This design comes from an exercise in tuning for small area on the open sky130 flow, not from production work. Function not checked in this run: the RTL went through the layout flow alone. No activity file was given, so power comes from the tool's default toggle rates.

## flow/run.sh

```bash
#!/bin/bash
# The standard layout (standard.sh, unchanged synthesis) with:
#  - each port buffered by the smallest buffer cell instead of a delay cell,
#  - clock tree built from clkbuf_8 cells in clusters of up to 18 sinks,
#    without dummy loads.
set -euo pipefail
export BUFFER_PORTS_ARGS="-buffer_cell sky130_fd_sc_hd__buf_1"
export CTS_ARGS="-sink_clustering_enable -repair_clock_nets -dont_use_dummy_load -buf_list sky130_fd_sc_hd__clkbuf_8 -sink_clustering_size 18 -sink_clustering_max_diameter 60"
bash standard.sh > standard.log 2>&1
```

## design.v

```verilog
module DSP(A, B, C, D, clk, rst_n, P);
input  [17:0] A, B, D;
input  [47:0] C;
input clk, rst_n;
output reg [47:0] P;
reg [18:0] Sr, S1, S2;
reg [17:0] A0, A1;
reg [2:0] v;     
reg [47:0] Q;
reg [20:0] T2;
  wire [18:0] Ssum = {u48, u46, u44, u42, u40, u38, u37, s23, s21, s19, s17, s15, s13, s11, s9, s7, s5, s3, s1};
  wire [20:0] T3 = {u94, u92, u90, u88, u87, s77, s75, s73, s71, s69, s67, s65, s63, s61, s59, s57, s55, s53, s51, s49, S1[0]};
always @(posedge clk) begin
  Sr <= Ssum;
  S1 <= Sr;
  S2 <= S1;
  T2 <= T3;
  A0 <= A;
  A1 <= A0;
end
always @(posedge clk or negedge rst_n)
  if (!rst_n) v <= 3'b000;
  else        v <= {v[1:0], 1'b1};
  wire [20:0] s1x = {2'b00, S2};
  wire [20:0] s2x = {1'b0, S2, 1'b0};
  wire e1_0 = v[2] & ~A1[1] & A1[0];
  wire e2_0 = v[2] & A1[1] & ~A1[0];
  wire e3_0 = v[2] & A1[1] & A1[0];
  wire [20:0] pp0 = (({21{e1_0}} & s1x) | ({21{e2_0}} & s2x) | ({21{e3_0}} & T2));
  wire e1_1 = v[2] & ~A1[3] & A1[2];
  wire e2_1 = v[2] & A1[3] & ~A1[2];
  wire e3_1 = v[2] & A1[3] & A1[2];
  wire [20:0] pp1 = (({21{e1_1}} & s1x) | ({21{e2_1}} & s2x) | ({21{e3_1}} & T2));
  wire e1_2 = v[2] & ~A1[5] & A1[4];
  wire e2_2 = v[2] & A1[5] & ~A1[4];
  wire e3_2 = v[2] & A1[5] & A1[4];
  wire [20:0] pp2 = (({21{e1_2}} & s1x) | ({21{e2_2}} & s2x) | ({21{e3_2}} & T2));
  wire e1_3 = v[2] & ~A1[7] & A1[6];
  wire e2_3 = v[2] & A1[7] & ~A1[6];
  wire e3_3 = v[2] & A1[7] & A1[6];
  wire [20:0] pp3 = (({21{e1_3}} & s1x) | ({21{e2_3}} & s2x) | ({21{e3_3}} & T2));
  wire e1_4 = v[2] & ~A1[9] & A1[8];
  wire e2_4 = v[2] & A1[9] & ~A1[8];
  wire e3_4 = v[2] & A1[9] & A1[8];
  wire [20:0] pp4 = (({21{e1_4}} & s1x) | ({21{e2_4}} & s2x) | ({21{e3_4}} & T2));
  wire e1_5 = v[2] & ~A1[11] & A1[10];
  wire e2_5 = v[2] & A1[11] & ~A1[10];
  wire e3_5 = v[2] & A1[11] & A1[10];
  wire [20:0] pp5 = (({21{e1_5}} & s1x) | ({21{e2_5}} & s2x) | ({21{e3_5}} & T2));
  wire e1_6 = v[2] & ~A1[13] & A1[12];
  wire e2_6 = v[2] & A1[13] & ~A1[12];
  wire e3_6 = v[2] & A1[13] & A1[12];
  wire [20:0] pp6 = (({21{e1_6}} & s1x) | ({21{e2_6}} & s2x) | ({21{e3_6}} & T2));
  wire e1_7 = v[2] & ~A1[15] & A1[14];
  wire e2_7 = v[2] & A1[15] & ~A1[14];
  wire e3_7 = v[2] & A1[15] & A1[14];
  wire [20:0] pp7 = (({21{e1_7}} & s1x) | ({21{e2_7}} & s2x) | ({21{e3_7}} & T2));
  wire e1_8 = v[2] & ~A1[17] & A1[16];
  wire e2_8 = v[2] & A1[17] & ~A1[16];
  wire e3_8 = v[2] & A1[17] & A1[16];
  wire [20:0] pp8 = (({21{e1_8}} & s1x) | ({21{e2_8}} & s2x) | ({21{e3_8}} & T2));
  wire s1, c2;
  ha u_s1 (B[0], D[0], s1, c2);
  wire s3, c4;
  fa u_s3 (B[1], D[1], c2, s3, c4);
  wire s5, c6;
  fa u_s5 (B[2], D[2], c4, s5, c6);
  wire s7, c8;
  fa u_s7 (B[3], D[3], c6, s7, c8);
  wire s9, c10;
  fa u_s9 (B[4], D[4], c8, s9, c10);
  wire s11, c12;
  fa u_s11 (B[5], D[5], c10, s11, c12);
  wire s13, c14;
  fa u_s13 (B[6], D[6], c12, s13, c14);
  wire s15, c16;
  fa u_s15 (B[7], D[7], c14, s15, c16);
  wire s17, c18;
  fa u_s17 (B[8], D[8], c16, s17, c18);
  wire s19, c20;
  fa u_s19 (B[9], D[9], c18, s19, c20);
  wire s21, c22;
  fa u_s21 (B[10], D[10], c20, s21, c22);
  wire s23, c24;
  fa u_s23 (B[11], D[11], c22, s23, c24);
  wire s25, c26;
  ha u_s25 (B[12], D[12], s25, c26);
  wire s27, c28;
  fa u_s27 (B[13], D[13], c26, s27, c28);
  wire s29, c30;
  fa u_s29 (B[14], D[14], c28, s29, c30);
  wire s31, c32;
  fa u_s31 (B[15], D[15], c30, s31, c32);
  wire s33, c34;
  fa u_s33 (B[16], D[16], c32, s33, c34);
  wire s35, c36;
  fa u_s35 (B[17], D[17], c34, s35, c36);
  wire u37 = s25 ^ c24;
  wire u38 = s27 ^ (c24 & s25);
  wire t39 = s25 & s27;
  wire u40 = s29 ^ (c24 & t39);
  wire t41 = t39 & s29;
  wire u42 = s31 ^ (c24 & t41);
  wire t43 = t41 & s31;
  wire u44 = s33 ^ (c24 & t43);
  wire t45 = t43 & s33;
  wire u46 = s35 ^ (c24 & t45);
  wire t47 = t45 & s35;
  wire u48 = c36 | (c24 & t47);
  wire s49, c50;
  ha u_s49 (S1[0], S1[1], s49, c50);
  wire s51, c52;
  fa u_s51 (S1[1], S1[2], c50, s51, c52);
  wire s53, c54;
  fa u_s53 (S1[2], S1[3], c52, s53, c54);
  wire s55, c56;
  fa u_s55 (S1[3], S1[4], c54, s55, c56);
  wire s57, c58;
  fa u_s57 (S1[4], S1[5], c56, s57, c58);
  wire s59, c60;
  fa u_s59 (S1[5], S1[6], c58, s59, c60);
  wire s61, c62;
  fa u_s61 (S1[6], S1[7], c60, s61, c62);
  wire s63, c64;
  fa u_s63 (S1[7], S1[8], c62, s63, c64);
  wire s65, c66;
  fa u_s65 (S1[8], S1[9], c64, s65, c66);
  wire s67, c68;
  fa u_s67 (S1[9], S1[10], c66, s67, c68);
  wire s69, c70;
  fa u_s69 (S1[10], S1[11], c68, s69, c70);
  wire s71, c72;
  fa u_s71 (S1[11], S1[12], c70, s71, c72);
  wire s73, c74;
  fa u_s73 (S1[12], S1[13], c72, s73, c74);
  wire s75, c76;
  fa u_s75 (S1[13], S1[14], c74, s75, c76);
  wire s77, c78;
  fa u_s77 (S1[14], S1[15], c76, s77, c78);
  wire s79, c80;
  ha u_s79 (S1[15], S1[16], s79, c80);
  wire s81, c82;
  fa u_s81 (S1[16], S1[17], c80, s81, c82);
  wire s83, c84;
  fa u_s83 (S1[17], S1[18], c82, s83, c84);
  wire s85, c86;
  ha u_s85 (S1[18], c84, s85, c86);
  wire u87 = s79 ^ c78;
  wire u88 = s81 ^ (c78 & s79);
  wire t89 = s79 & s81;
  wire u90 = s83 ^ (c78 & t89);
  wire t91 = t89 & s83;
  wire u92 = s85 ^ (c78 & t91);
  wire t93 = t91 & s85;
  wire u94 = c86 | (c78 & t93);
  wire s95, c96;
  ha u_s95 (pp0[16], pp1[14], s95, c96);
  wire s97, c98;
  fa u_s97 (pp0[17], pp1[15], pp2[13], s97, c98);
  wire s99, c100;
  fa u_s99 (pp0[18], pp1[16], pp2[14], s99, c100);
  wire s101, c102;
  fa u_s101 (pp0[19], pp1[17], pp2[15], s101, c102);
  wire s103, c104;
  fa u_s103 (pp0[20], pp1[18], pp2[16], s103, c104);
  wire s105, c106;
  ha u_s105 (pp1[19], pp2[17], s105, c106);
  wire s107, c108;
  ha u_s107 (pp1[20], pp2[18], s107, c108);
  wire s109, c110;
  ha u_s109 (pp0[10], pp1[8], s109, c110);
  wire s111, c112;
  fa u_s111 (pp0[11], pp1[9], pp2[7], s111, c112);
  wire s113, c114;
  fa u_s113 (pp0[12], pp1[10], pp2[8], s113, c114);
  wire s115, c116;
  ha u_s115 (pp3[6], pp4[4], s115, c116);
  wire s117, c118;
  fa u_s117 (pp0[13], pp1[11], pp2[9], s117, c118);
  wire s119, c120;
  fa u_s119 (pp3[7], pp4[5], pp5[3], s119, c120);
  wire s121, c122;
  fa u_s121 (pp0[14], pp1[12], pp2[10], s121, c122);
  wire s123, c124;
  fa u_s123 (pp3[8], pp4[6], pp5[4], s123, c124);
  wire s125, c126;
  ha u_s125 (pp6[2], pp7[0], s125, c126);
  wire s127, c128;
  fa u_s127 (pp0[15], pp1[13], pp2[11], s127, c128);
  wire s129, c130;
  fa u_s129 (pp3[9], pp4[7], pp5[5], s129, c130);
  wire s131, c132;
  fa u_s131 (pp6[3], pp7[1], C[15], s131, c132);
  wire s133, c134;
  fa u_s133 (pp2[12], pp3[10], pp4[8], s133, c134);
  wire s135, c136;
  fa u_s135 (pp5[6], pp6[4], pp7[2], s135, c136);
  wire s137, c138;
  fa u_s137 (pp8[0], s95, C[16], s137, c138);
  wire s139, c140;
  fa u_s139 (pp3[11], pp4[9], pp5[7], s139, c140);
  wire s141, c142;
  fa u_s141 (pp6[5], pp7[3], pp8[1], s141, c142);
  wire s143, c144;
  fa u_s143 (c96, s97, C[17], s143, c144);
  wire s145, c146;
  fa u_s145 (pp3[12], pp4[10], pp5[8], s145, c146);
  wire s147, c148;
  fa u_s147 (pp6[6], pp7[4], pp8[2], s147, c148);
  wire s149, c150;
  fa u_s149 (c98, s99, C[18], s149, c150);
  wire s151, c152;
  fa u_s151 (pp3[13], pp4[11], pp5[9], s151, c152);
  wire s153, c154;
  fa u_s153 (pp6[7], pp7[5], pp8[3], s153, c154);
  wire s155, c156;
  fa u_s155 (c100, s101, C[19], s155, c156);
  wire s157, c158;
  fa u_s157 (pp3[14], pp4[12], pp5[10], s157, c158);
  wire s159, c160;
  fa u_s159 (pp6[8], pp7[6], pp8[4], s159, c160);
  wire s161, c162;
  fa u_s161 (c102, s103, C[20], s161, c162);
  wire s163, c164;
  fa u_s163 (pp3[15], pp4[13], pp5[11], s163, c164);
  wire s165, c166;
  fa u_s165 (pp6[9], pp7[7], pp8[5], s165, c166);
  wire s167, c168;
  fa u_s167 (s105, c104, C[21], s167, c168);
  wire s169, c170;
  fa u_s169 (pp3[16], pp4[14], pp5[12], s169, c170);
  wire s171, c172;
  fa u_s171 (pp6[10], pp7[8], pp8[6], s171, c172);
  wire s173, c174;
  fa u_s173 (c106, s107, C[22], s173, c174);
  wire s175, c176;
  fa u_s175 (pp2[19], pp3[17], pp4[15], s175, c176);
  wire s177, c178;
  fa u_s177 (pp5[13], pp6[11], pp7[9], s177, c178);
  wire s179, c180;
  fa u_s179 (pp8[7], c108, C[23], s179, c180);
  wire s181, c182;
  fa u_s181 (pp2[20], pp3[18], pp4[16], s181, c182);
  wire s183, c184;
  fa u_s183 (pp5[14], pp6[12], pp7[10], s183, c184);
  wire s185, c186;
  ha u_s185 (pp8[8], C[24], s185, c186);
  wire s187, c188;
  fa u_s187 (pp3[19], pp4[17], pp5[15], s187, c188);
  wire s189, c190;
  fa u_s189 (pp6[13], pp7[11], pp8[9], s189, c190);
  wire s191, c192;
  fa u_s191 (pp3[20], pp4[18], pp5[16], s191, c192);
  wire s193, c194;
  ha u_s193 (pp6[14], pp7[12], s193, c194);
  wire s195, c196;
  fa u_s195 (pp4[19], pp5[17], pp6[15], s195, c196);
  wire s197, c198;
  ha u_s197 (pp4[20], pp5[18], s197, c198);
  wire s199, c200;
  ha u_s199 (pp0[6], pp1[4], s199, c200);
  wire s201, c202;
  fa u_s201 (pp0[7], pp1[5], pp2[3], s201, c202);
  wire s203, c204;
  fa u_s203 (pp0[8], pp1[6], pp2[4], s203, c204);
  wire s205, c206;
  ha u_s205 (pp3[2], pp4[0], s205, c206);
  wire s207, c208;
  fa u_s207 (pp0[9], pp1[7], pp2[5], s207, c208);
  wire s209, c210;
  fa u_s209 (pp3[3], pp4[1], C[9], s209, c210);
  wire s211, c212;
  fa u_s211 (pp2[6], pp3[4], pp4[2], s211, c212);
  wire s213, c214;
  fa u_s213 (pp5[0], s109, C[10], s213, c214);
  wire s215, c216;
  fa u_s215 (pp3[5], pp4[3], pp5[1], s215, c216);
  wire s217, c218;
  fa u_s217 (c110, s111, C[11], s217, c218);
  wire s219, c220;
  fa u_s219 (pp5[2], pp6[0], s115, s219, c220);
  wire s221, c222;
  fa u_s221 (c112, s113, C[12], s221, c222);
  wire s223, c224;
  fa u_s223 (pp6[1], c116, c114, s223, c224);
  wire s225, c226;
  fa u_s225 (s117, s119, C[13], s225, c226);
  wire s227, c228;
  fa u_s227 (s125, c118, c120, s227, c228);
  wire s229, c230;
  fa u_s229 (s121, s123, C[14], s229, c230);
  wire s231, c232;
  fa u_s231 (c126, c122, c124, s231, c232);
  wire s233, c234;
  fa u_s233 (s127, s129, s131, s233, c234);
  wire s235, c236;
  fa u_s235 (c128, c130, s133, s235, c236);
  wire s237, c238;
  fa u_s237 (s135, c132, s137, s237, c238);
  wire s239, c240;
  fa u_s239 (c134, c136, s139, s239, c240);
  wire s241, c242;
  fa u_s241 (s141, c138, s143, s241, c242);
  wire s243, c244;
  fa u_s243 (c140, c142, s145, s243, c244);
  wire s245, c246;
  fa u_s245 (s147, c144, s149, s245, c246);
  wire s247, c248;
  fa u_s247 (c146, c148, s151, s247, c248);
  wire s249, c250;
  fa u_s249 (s153, c150, s155, s249, c250);
  wire s251, c252;
  fa u_s251 (c152, c154, s157, s251, c252);
  wire s253, c254;
  fa u_s253 (s159, c156, s161, s253, c254);
  wire s255, c256;
  fa u_s255 (c158, c160, s163, s255, c256);
  wire s257, c258;
  fa u_s257 (s165, c162, s167, s257, c258);
  wire s259, c260;
  fa u_s259 (c164, c166, s169, s259, c260);
  wire s261, c262;
  fa u_s261 (s171, c168, s173, s261, c262);
  wire s263, c264;
  fa u_s263 (c170, c172, s175, s263, c264);
  wire s265, c266;
  fa u_s265 (s177, c174, s179, s265, c266);
  wire s267, c268;
  fa u_s267 (c176, c178, s181, s267, c268);
  wire s269, c270;
  fa u_s269 (s183, s185, c180, s269, c270);
  wire s271, c272;
  fa u_s271 (c182, c184, s187, s271, c272);
  wire s273, c274;
  fa u_s273 (s189, C[25], c186, s273, c274);
  wire s275, c276;
  fa u_s275 (pp8[10], s193, c188, s275, c276);
  wire s277, c278;
  fa u_s277 (c190, s191, C[26], s277, c278);
  wire s279, c280;
  fa u_s279 (pp7[13], pp8[11], c194, s279, c280);
  wire s281, c282;
  fa u_s281 (c192, s195, C[27], s281, c282);
  wire s283, c284;
  fa u_s283 (pp6[16], pp7[14], pp8[12], s283, c284);
  wire s285, c286;
  fa u_s285 (s197, c196, C[28], s285, c286);
  wire s287, c288;
  fa u_s287 (pp5[19], pp6[17], pp7[15], s287, c288);
  wire s289, c290;
  fa u_s289 (pp8[13], c198, C[29], s289, c290);
  wire s291, c292;
  fa u_s291 (pp5[20], pp6[18], pp7[16], s291, c292);
  wire s293, c294;
  ha u_s293 (pp8[14], C[30], s293, c294);
  wire s295, c296;
  fa u_s295 (pp6[19], pp7[17], pp8[15], s295, c296);
  wire s297, c298;
  ha u_s297 (pp6[20], pp7[18], s297, c298);
  wire s299, c300;
  ha u_s299 (pp0[4], pp1[2], s299, c300);
  wire s301, c302;
  fa u_s301 (pp0[5], pp1[3], pp2[1], s301, c302);
  wire s303, c304;
  fa u_s303 (pp2[2], pp3[0], s199, s303, c304);
  wire s305, c306;
  fa u_s305 (pp3[1], c200, s201, s305, c306);
  wire s307, c308;
  fa u_s307 (s205, c202, s203, s307, c308);
  wire s309, c310;
  fa u_s309 (c206, c204, s207, s309, c310);
  wire s311, c312;
  fa u_s311 (c208, s211, c210, s311, c312);
  wire s313, c314;
  fa u_s313 (c212, s215, c214, s313, c314);
  wire s315, c316;
  fa u_s315 (c216, s219, c218, s315, c316);
  wire s317, c318;
  fa u_s317 (c220, s223, c222, s317, c318);
  wire s319, c320;
  fa u_s319 (c224, s227, c226, s319, c320);
  wire s321, c322;
  fa u_s321 (c228, s231, c230, s321, c322);
  wire s323, c324;
  fa u_s323 (c232, s235, c234, s323, c324);
  wire s325, c326;
  fa u_s325 (c236, s239, c238, s325, c326);
  wire s327, c328;
  fa u_s327 (c240, s243, c242, s327, c328);
  wire s329, c330;
  fa u_s329 (c244, s247, c246, s329, c330);
  wire s331, c332;
  fa u_s331 (c248, s251, c250, s331, c332);
  wire s333, c334;
  fa u_s333 (c252, s255, c254, s333, c334);
  wire s335, c336;
  fa u_s335 (c256, s259, c258, s335, c336);
  wire s337, c338;
  fa u_s337 (c260, s263, c262, s337, c338);
  wire s339, c340;
  fa u_s339 (c264, s267, s269, s339, c340);
  wire s341, c342;
  fa u_s341 (c268, s271, s273, s341, c342);
  wire s343, c344;
  fa u_s343 (c272, s275, s277, s343, c344);
  wire s345, c346;
  fa u_s345 (s279, c276, c278, s345, c346);
  wire s347, c348;
  fa u_s347 (s283, c280, c282, s347, c348);
  wire s349, c350;
  fa u_s349 (c284, s287, c286, s349, c350);
  wire s351, c352;
  fa u_s351 (c288, s291, s293, s351, c352);
  wire s353, c354;
  fa u_s353 (c292, s295, C[31], s353, c354);
  wire s355, c356;
  fa u_s355 (pp8[16], s297, c296, s355, c356);
  wire s357, c358;
  fa u_s357 (pp7[19], pp8[17], c298, s357, c358);
  wire s359, c360;
  ha u_s359 (pp7[20], pp8[18], s359, c360);
  wire s361, c362;
  ha u_s361 (pp0[2], pp1[0], s361, c362);
  wire s363, c364;
  fa u_s363 (pp0[3], pp1[1], C[3], s363, c364);
  wire s365, c366;
  fa u_s365 (pp2[0], s299, C[4], s365, c366);
  wire s367, c368;
  fa u_s367 (c300, s301, C[5], s367, c368);
  wire s369, c370;
  fa u_s369 (c302, s303, C[6], s369, c370);
  wire s371, c372;
  fa u_s371 (c304, s305, C[7], s371, c372);
  wire s373, c374;
  fa u_s373 (c306, s307, C[8], s373, c374);
  wire s375, c376;
  fa u_s375 (c308, s309, s209, s375, c376);
  wire s377, c378;
  fa u_s377 (c310, s213, s311, s377, c378);
  wire s379, c380;
  fa u_s379 (s217, c312, s313, s379, c380);
  wire s381, c382;
  fa u_s381 (s221, c314, s315, s381, c382);
  wire s383, c384;
  fa u_s383 (s225, c316, s317, s383, c384);
  wire s385, c386;
  fa u_s385 (s229, c318, s319, s385, c386);
  wire s387, c388;
  fa u_s387 (c320, s321, s233, s387, c388);
  wire s389, c390;
  fa u_s389 (c322, s237, s323, s389, c390);
  wire s391, c392;
  fa u_s391 (s241, c324, s325, s391, c392);
  wire s393, c394;
  fa u_s393 (s245, c326, s327, s393, c394);
  wire s395, c396;
  fa u_s395 (s249, c328, s329, s395, c396);
  wire s397, c398;
  fa u_s397 (s253, c330, s331, s397, c398);
  wire s399, c400;
  fa u_s399 (s257, c332, s333, s399, c400);
  wire s401, c402;
  fa u_s401 (s261, c334, s335, s401, c402);
  wire s403, c404;
  fa u_s403 (s265, c336, s337, s403, c404);
  wire s405, c406;
  fa u_s405 (c266, c338, s339, s405, c406);
  wire s407, c408;
  fa u_s407 (c270, s341, c340, s407, c408);
  wire s409, c410;
  fa u_s409 (c274, s343, c342, s409, c410);
  wire s411, c412;
  fa u_s411 (s281, s345, c344, s411, c412);
  wire s413, c414;
  fa u_s413 (s285, c346, s347, s413, c414);
  wire s415, c416;
  fa u_s415 (s289, c348, s349, s415, c416);
  wire s417, c418;
  fa u_s417 (c290, s351, c350, s417, c418);
  wire s419, c420;
  fa u_s419 (c294, s353, c352, s419, c420);
  wire s421, c422;
  fa u_s421 (s355, C[32], c354, s421, c422);
  wire s423, c424;
  fa u_s423 (s357, c356, C[33], s423, c424);
  wire s425, c426;
  fa u_s425 (s359, c358, C[34], s425, c426);
  wire s427, c428;
  fa u_s427 (pp8[19], c360, C[35], s427, c428);
  wire s429, c430;
  ha u_s429 (pp8[20], C[36], s429, c430);
  wire s431, c432;
  ha u_s431 (pp0[0], C[0], s431, c432);
  wire s433, c434;
  fa u_s433 (pp0[1], C[1], c432, s433, c434);
  wire s435, c436;
  fa u_s435 (s361, C[2], c434, s435, c436);
  wire s437, c438;
  fa u_s437 (c362, s363, c436, s437, c438);
  wire s439, c440;
  fa u_s439 (c364, s365, c438, s439, c440);
  wire s441, c442;
  fa u_s441 (c366, s367, c440, s441, c442);
  wire s443, c444;
  fa u_s443 (c368, s369, c442, s443, c444);
  wire s445, c446;
  fa u_s445 (c370, s371, c444, s445, c446);
  wire s447, c448;
  fa u_s447 (c372, s373, c446, s447, c448);
  wire s449, c450;
  fa u_s449 (c374, s375, c448, s449, c450);
  wire s451, c452;
  ha u_s451 (c376, s377, s451, c452);
  wire s453, c454;
  ha u_s453 (c378, s379, s453, c454);
  wire s455, c456;
  ha u_s455 (c380, s381, s455, c456);
  wire s457, c458;
  ha u_s457 (c382, s383, s457, c458);
  wire s459, c460;
  ha u_s459 (c384, s385, s459, c460);
  wire s461, c462;
  ha u_s461 (c386, s387, s461, c462);
  wire s463, c464;
  ha u_s463 (c388, s389, s463, c464);
  wire s465, c466;
  ha u_s465 (c390, s391, s465, c466);
  wire s467, c468;
  ha u_s467 (c392, s393, s467, c468);
  wire s469, c470;
  ha u_s469 (c394, s395, s469, c470);
  wire s471, c472;
  ha u_s471 (c396, s397, s471, c472);
  wire s473, c474;
  ha u_s473 (c398, s399, s473, c474);
  wire s475, c476;
  ha u_s475 (c400, s401, s475, c476);
  wire s477, c478;
  ha u_s477 (c402, s403, s477, c478);
  wire s479, c480;
  ha u_s479 (c404, s405, s479, c480);
  wire s481, c482;
  ha u_s481 (c406, s407, s481, c482);
  wire s483, c484;
  ha u_s483 (s409, c408, s483, c484);
  wire s485, c486;
  ha u_s485 (s411, c410, s485, c486);
  wire s487, c488;
  ha u_s487 (c412, s413, s487, c488);
  wire s489, c490;
  ha u_s489 (c414, s415, s489, c490);
  wire s491, c492;
  ha u_s491 (c416, s417, s491, c492);
  wire s493, c494;
  ha u_s493 (s419, c418, s493, c494);
  wire s495, c496;
  ha u_s495 (s421, c420, s495, c496);
  wire s497, c498;
  ha u_s497 (s423, c422, s497, c498);
  wire s499, c500;
  ha u_s499 (c424, s425, s499, c500);
  wire s501, c502;
  ha u_s501 (c426, s427, s501, c502);
  wire s503, c504;
  ha u_s503 (s429, c428, s503, c504);
  wire g505 = c452 | (s451 & c450);
  wire g506 = c454 | (s453 & g505);
  wire p507 = s453 & s451;
  wire g508 = c458 | (s457 & c456);
  wire p509 = s457 & s455;
  wire g510 = c462 | (s461 & c460);
  wire p511 = s461 & s459;
  wire g512 = c466 | (s465 & c464);
  wire p513 = s465 & s463;
  wire g514 = c470 | (s469 & c468);
  wire p515 = s469 & s467;
  wire g516 = c474 | (s473 & c472);
  wire p517 = s473 & s471;
  wire g518 = c478 | (s477 & c476);
  wire p519 = s477 & s475;
  wire g520 = c482 | (s481 & c480);
  wire p521 = s481 & s479;
  wire g522 = c486 | (s485 & c484);
  wire p523 = s485 & s483;
  wire g524 = c490 | (s489 & c488);
  wire p525 = s489 & s487;
  wire g526 = c494 | (s493 & c492);
  wire p527 = s493 & s491;
  wire g528 = c498 | (s497 & c496);
  wire p529 = s497 & s495;
  wire g530 = c502 | (s501 & c500);
  wire p531 = s501 & s499;
  wire g532 = g508 | (p509 & g506);
  wire p533 = p509 & p507;
  wire g534 = g512 | (p513 & g510);
  wire p535 = p513 & p511;
  wire g536 = g516 | (p517 & g514);
  wire p537 = p517 & p515;
  wire g538 = g520 | (p521 & g518);
  wire p539 = p521 & p519;
  wire g540 = g524 | (p525 & g522);
  wire p541 = p525 & p523;
  wire g542 = g528 | (p529 & g526);
  wire p543 = p529 & p527;
  wire g544 = g534 | (p535 & g532);
  wire p545 = p535 & p533;
  wire g546 = g538 | (p539 & g536);
  wire p547 = p539 & p537;
  wire g548 = g542 | (p543 & g540);
  wire p549 = p543 & p541;
  wire g550 = g546 | (p547 & g544);
  wire p551 = p547 & p545;
  wire g552 = g548 | (p549 & g550);
  wire p553 = p549 & p551;
  wire g554 = g536 | (p537 & g544);
  wire p555 = p537 & p545;
  wire g556 = g540 | (p541 & g550);
  wire p557 = p541 & p551;
  wire g558 = g510 | (p511 & g532);
  wire p559 = p511 & p533;
  wire g560 = g514 | (p515 & g544);
  wire p561 = p515 & p545;
  wire g562 = g518 | (p519 & g554);
  wire p563 = p519 & p555;
  wire g564 = g522 | (p523 & g550);
  wire p565 = p523 & p551;
  wire g566 = g526 | (p527 & g556);
  wire p567 = p527 & p557;
  wire g568 = g530 | (p531 & g552);
  wire p569 = p531 & p553;
  wire g570 = c456 | (s455 & g506);
  wire p571 = s455 & p507;
  wire g572 = c460 | (s459 & g532);
  wire p573 = s459 & p533;
  wire g574 = c464 | (s463 & g558);
  wire p575 = s463 & p559;
  wire g576 = c468 | (s467 & g544);
  wire p577 = s467 & p545;
  wire g578 = c472 | (s471 & g560);
  wire p579 = s471 & p561;
  wire g580 = c476 | (s475 & g554);
  wire p581 = s475 & p555;
  wire g582 = c480 | (s479 & g562);
  wire p583 = s479 & p563;
  wire g584 = c484 | (s483 & g550);
  wire p585 = s483 & p551;
  wire g586 = c488 | (s487 & g564);
  wire p587 = s487 & p565;
  wire g588 = c492 | (s491 & g556);
  wire p589 = s491 & p557;
  wire g590 = c496 | (s495 & g566);
  wire p591 = s495 & p567;
  wire g592 = c500 | (s499 & g552);
  wire p593 = s499 & p553;
  wire g594 = c504 | (s503 & g568);
  wire p595 = s503 & p569;
  wire r596 = s451 ^ c450;
  wire r597 = s453 ^ g505;
  wire r598 = s455 ^ g506;
  wire r599 = s457 ^ g570;
  wire r600 = s459 ^ g532;
  wire r601 = s461 ^ g572;
  wire r602 = s463 ^ g558;
  wire r603 = s465 ^ g574;
  wire r604 = s467 ^ g544;
  wire r605 = s469 ^ g576;
  wire r606 = s471 ^ g560;
  wire r607 = s473 ^ g578;
  wire r608 = s475 ^ g554;
  wire r609 = s477 ^ g580;
  wire r610 = s479 ^ g562;
  wire r611 = s481 ^ g582;
  wire r612 = s483 ^ g550;
  wire r613 = s485 ^ g584;
  wire r614 = s487 ^ g564;
  wire r615 = s489 ^ g586;
  wire r616 = s491 ^ g556;
  wire r617 = s493 ^ g588;
  wire r618 = s495 ^ g566;
  wire r619 = s497 ^ g590;
  wire r620 = s499 ^ g552;
  wire r621 = s501 ^ g592;
  wire r622 = s503 ^ g568;
  wire k623 = g594 ^ c430;
  wire r624 = C[37] ^ k623;
  wire r625 = C[38] ^ (k623 & C[37]);
  wire t626 = C[37] & C[38];
  wire r627 = C[39] ^ (k623 & t626);
  wire t628 = t626 & C[39];
  wire r629 = C[40] ^ (k623 & t628);
  wire t630 = t628 & C[40];
  wire r631 = C[41] ^ (k623 & t630);
  wire t632 = t630 & C[41];
  wire r633 = C[42] ^ (k623 & t632);
  wire t634 = t632 & C[42];
  wire r635 = C[43] ^ (k623 & t634);
  wire t636 = t634 & C[43];
  wire r637 = C[44] ^ (k623 & t636);
  wire t638 = t636 & C[44];
  wire r639 = C[45] ^ (k623 & t638);
  wire t640 = t638 & C[45];
  wire r641 = C[46] ^ (k623 & t640);
  wire t642 = t640 & C[46];
  wire r643 = C[47] ^ (k623 & t642);
  wire t644 = t642 & C[47];
  wire [47:0] SUM = {r643, r641, r639, r637, r635, r633, r631, r629, r627, r625, r624, r622, r621, r620, r619, r618, r617, r616, r615, r614, r613, r612, r611, r610, r609, r608, r607, r606, r605, r604, r603, r602, r601, r600, r599, r598, r597, r596, s449, s447, s445, s443, s441, s439, s437, s435, s433, s431};
always @(posedge clk or negedge rst_n)
  if (!rst_n) begin
    Q <= 48'd0;
    P <= 48'd0;
  end else begin
    Q <= SUM;
    P <= Q;
  end
endmodule
module fa(input a, input b, input c, output s, output co);
  assign s = a ^ b ^ c;
  assign co = (a & b) | (a & c) | (b & c);
endmodule
module ha(input a, input b, output s, output co);
  assign s = a ^ b;
  assign co = a & b;
endmodule
```

## standard.sh

```bash
#!/bin/bash
# synth_recipe.tcl (not shown) runs the flow's synth.tcl, then flattens the netlist and writes it again
# the make line also repeats each setting of config.mk as NAME=value (left out here)
make -C /OpenROAD-flow-scripts/flow DESIGN_CONFIG=/design/flow/config.mk WORK_HOME=/design/flow/orfs CLKGATE_MAP_FILE= SYNTH_SCRIPT=/design/flow/synth_recipe.tcl "${@:-finish}"
```

## constraint.sdc

```tcl
create_clock -name core_clock -period 7.0 [get_ports {clk}]
set_input_delay 1.4000 -clock core_clock [delete_from_list [all_inputs] [get_ports {clk}]]
set_output_delay 1.4000 -clock core_clock [all_outputs]
set_load 0.01 [all_outputs]
```

## config.mk

```make
export PLATFORM = sky130hd
export DESIGN_NAME = DSP
export DESIGN_NICKNAME = DSP
export VERILOG_FILES = /design/flow/design.v
export SDC_FILE = /design/flow/constraint.sdc
export NUM_CORES = 4
export LEC_CHECK = 0
export ABC_AREA = 1
export CAP_MARGIN = 20
export CORE_MARGIN = 2
export CORE_UTILIZATION = 40
export GPL_TIMING_DRIVEN = 0
export PLACE_DENSITY = 0.6
export SLEW_MARGIN = 20
export SYNTH_HIERARCHICAL = 1
export SYNTH_MINIMUM_KEEP_SIZE = 0
```

==> flow_metrics.tcl <==
set metrics [dict create \
    finClkSkew_ns 0.0728 \
    fin_crit_sh_pct 96.2 \
    routabilityCongestion 0.887 \
    setup_viol 0 \
    synth-seq-area-share_pct 35.4 \
    finalCriticalPeriod_ns 6.73 \
    r2r_start "S2[3]$_DFF_P_" \
    drive_above_1_share_pct 11.2 \
    path_clk_slew_ns 0.10 \
    yosys.area.top_type "fa_1" \
    synth.area.top_cells "fa_1 (29%), dfrtp_1 (19%), dfxtp_1 (17%)" \
    clock_latency_ns 0.58 \
    cp.required_ns 7.46 \
    cp-start-kind "input port" \
    routed_via_density 5.37 \
    cp_max_fo 8 \
    io_pins 152 \
    ys_warn_count 7 \
    hpwl_mm 27.3 \
    grt_max_degree 34 \
    overflow 0 \
    start_util_pct 40.9 \
    r2r_setup_slack_ns 0.30 \
    crit_type "input port to register" \
    cts_buffer_depth 3 \
    core-area_sq_um 32700 \
    synth_cell_types 34 \
    synthAdderAreaFrac_pct 35.1 \
    hp-start "Sr[17]$_DFF_P_" \
    die_height_um 187 \
    ys.flop_type "dfxtp_1" \
    synth_edf_count 0 \
    finalHoldViolations 0 \
    synth_seq_cells 212 \
    io_buffers 151 \
    nNetsFinal 1667 \
    antenna_found_initial 0 \
    hold_end "S1[17]$_DFF_P_" \
    cpPeakStageDelay_ns 0.39 \
    cts_made_buffers 19 \
    reg2regPathDepth 33 \
    max_freq_mhz 148 \
    timing.rr.end "Q[42]$_DFF_PN0_" \
    outcome "finished clean" \
    yosysMostFrequentCell "nand2_1" \
    report.final.slew_viol_count 0 \
    synth_simple_gate_area_share_pct 11.2 \
    cts_tree "built" \
    antenna_left 0 \
    synth-compound-area-share_pct 11.8 \
    die_area_sq_um 34900 \
    avgSynthCellArea_sq_um 11.9 \
    ir_worst_vdd_mv 0.275 \
    cellPowerDensity_nw_per_um2 457 \
    synth.area.mux_share_pct 0 \
    arrival_ns 7.20 \
    utilization_pct 45.8 \
    min_path_type "register to register" \
    grt_pass1_vias 9896 \
    async_reset_ff_share_pct 46.7 \
    grtUsageTotal_pct 20.2 \
    end_kind "register" \
    wl_per_cell_um 19.8 \
    rows 66 \
    yosys.area_share.xor_xnor_pct 1.82 \
    rsz0062_at_grt "no" \
    hold_depth 0 \
    netlist_area_sq_um 13400 \
    clock-sinks 212 \
    finalNonFillerCells 1743 \
    wl_mm 34.6 \
    num_vias 9355 \
    synth_cells 1124 \
    die_w_um 187 \
    clock_tree.root_cell "clkbuf_8" \
    cp_common_cell "fa_2" \
    synth_nets 1488 \
    drtIter0Drc 843 \
    placed_cells 1720 \
    drtPass1Iterations 5 \
    h-tree-depth 1 \
    synthTopCellsByCount "nand2_1 (207), fa_1 (192), o221ai_1 (162)" \
    route.detailed.drc 0 \
    synth_top_family_by_area "adder cells" \
    maxCapViolations 0 \
    grt_pass1_wl_mm 55.7 \
    antennaDiodeCount 0 \
    slew_headroom_pct 59.3 \
    leakage_nw 6.39 \
    cp_slowest_cell "fa_2" \
    tightest_slew_ns 0.610 \
    areaGrowthSynthToFinish_pct 11.9 \
    ctsHoldBuffers 0 \
    synth.top_cell.area_share_pct 28.7 \
]
==> worst max-delay path, delay by kind of cell <==
family / cells / cell delay, ns
simple gates: 16 / 1.45
compound gates: 1 / 0.11
buf+inv: 2 / 0.14
xor+xnor: 1 / 0.19
fa+ha+maj: 13 / 3.90
==> kinds of logic (layout without fill, tap and decap cells) <==
group,after synthesis,after routing
flops,212,212
buf+inv,126,303
xor+xnor,27,27
fa+ha+maj,260,260
other cells,1,1
compound gates,187,187
simple gates,311,311
==> flip-flops by register name, indices dropped and copies added, names as in the netlist, 18 cells and up <==
signal	flops
P	48
S1	19
S2	18
T2	21
A0	18
Q	48
Sr	19
A1	18
==> area by class of cell <==
class                      count  area (sq um)
fill                        3099         17700
multi-input combinational    786          8100
sequential                   212          4740
timing repair buffer         160           673
tap                          442           553
buffer                        56           380
inverter                      68           263
clock buffer                  19           262
==> power breakdown <==
group / switching (mW) / total (mW) / internal (mW) / leakage (nW)
clock network: 0.376 / 0.618 / 0.242 / 0.137
registers: 0.122 / 1.79 / 1.67 / 2.11
logic: 2.55 / 4.43 / 1.87 / 4.14
==> through the flow <==
| stage | setup TNS, ns | hold slack [ns] | area (sq um) | total power, mW | setup slack (ns) |
|---|---|---|---|---|---|
| after floorplan | 0 | 0.310 | 13400 | 5.09 | 0.0216 |
| final | 0 | 0.263 | 15000 | 6.84 | 0.266 |
| after CTS | 0 | 0.278 | 14900 | 6.91 | 0.00992 |
| after detailed placement | -4.88 | 0.312 | 14600 | 6.24 | -0.523 |
| after global placement | -4.47 | 0.311 | 14500 | 6.13 | -0.488 |
| after global routing | 0 | 0.281 | 15000 | 7.67 | 0.000862 |
==> cells in the final DEF, fill, tap and decap left out, types with 7 or more instances in the layout <==
cell type / synthesis / routed
nand2_1: 207 / 203
fa_1: 192 / 183
o221ai_1: 162 / 161
buf_1: 0 / 150
dfxtp_1: 113 / 111
dfrtp_1: 99 / 99
ha_1: 68 / 65
nor2_1: 44 / 42
buf_2: 36 / 36
clkinv_1: 40 / 35
inv_1: 28 / 28
clkbuf_8: 0 / 19
nand3_1: 18 / 17
xnor2_1: 14 / 14
buf_6: 11 / 12
xor2_1: 12 / 12
nand2_2: 8 / 12
a21oi_1: 10 / 10
nand3b_4: 9 / 9
o22ai_1: 9 / 9
fa_2: 0 / 9
nor2_4: 7 / 8
buf_4: 1 / 7
==> worst max path at each step <==
stage | startpoint | end | slack, ns | cells after the start
final | C[0] | Q[42]$_DFF_PN0_ | 0.27 | 33
after global routing | C[0] | Q[38]$_DFF_PN0_ | 0.0009 | 31
after CTS | v[2]$_DFF_PN0_ | Q[44]$_DFF_PN0_ | 0.01 | 35
after detailed placement | C[0] | Q[44]$_DFF_PN0_ | -0.52 | 32
after global placement | C[0] | Q[44]$_DFF_PN0_ | -0.49 | 32
after floorplan | C[0] | Q[44]$_DFF_PN0_ | 0.02 | 31
==> Yosys stat by module, one instance, submodules excluded <==
module	flops+latches	times used	area (sq um)	cells
fa	0	192	20.0	1
ha	0	50	12.5	1
DSP	212	1	8910	882
==> metal layers <==
metal	vias up	global-route usage (%)	share of wire (%)
li1	4250	-	-
met1	4680	28.0	43
met2	383	33.4	47
met3	42	3.40	7.5
met4	0	4.76	1.7
met5	-	0	0
==> repair_timing <==
action | 4_1_cts | 5_1_grt
setup endpoints to repair | 11 | 11
setup buffers | 0 | 6
gates cloned | 0 | 0
pin swaps | 0 | 8
gates resized for setup | 9 | 23

[separate check: timing with driven ports]
In the flow no input, the clock included, has a driving cell. The finished layout below was timed again as built, in two steps. Step 1: set_driving_cell puts a clkbuf_16 on clk and a buf_2 on each other input, an assumption about the parent block. Step 2 also shifts input and output timing later by t, the mid clock arrival at the registers, as if the neighbouring blocks saw the same clock. Slacks: ideal ports / drivers / drivers and shift; pairs: ideal ports / drivers.
shift t [ns]: 0.596
setup slack, ns: 0.266 / 0.294 / -0.301
worst setup path after step 2: input to register
latest minus earliest clock arrival (ns): 0.073 / 0.073
Met with ideal ports but missed after step 2: setup timing in this run. For this run, drivers alone change the setup slack by +0.028 ns; drivers and shift together by -0.567 ns.
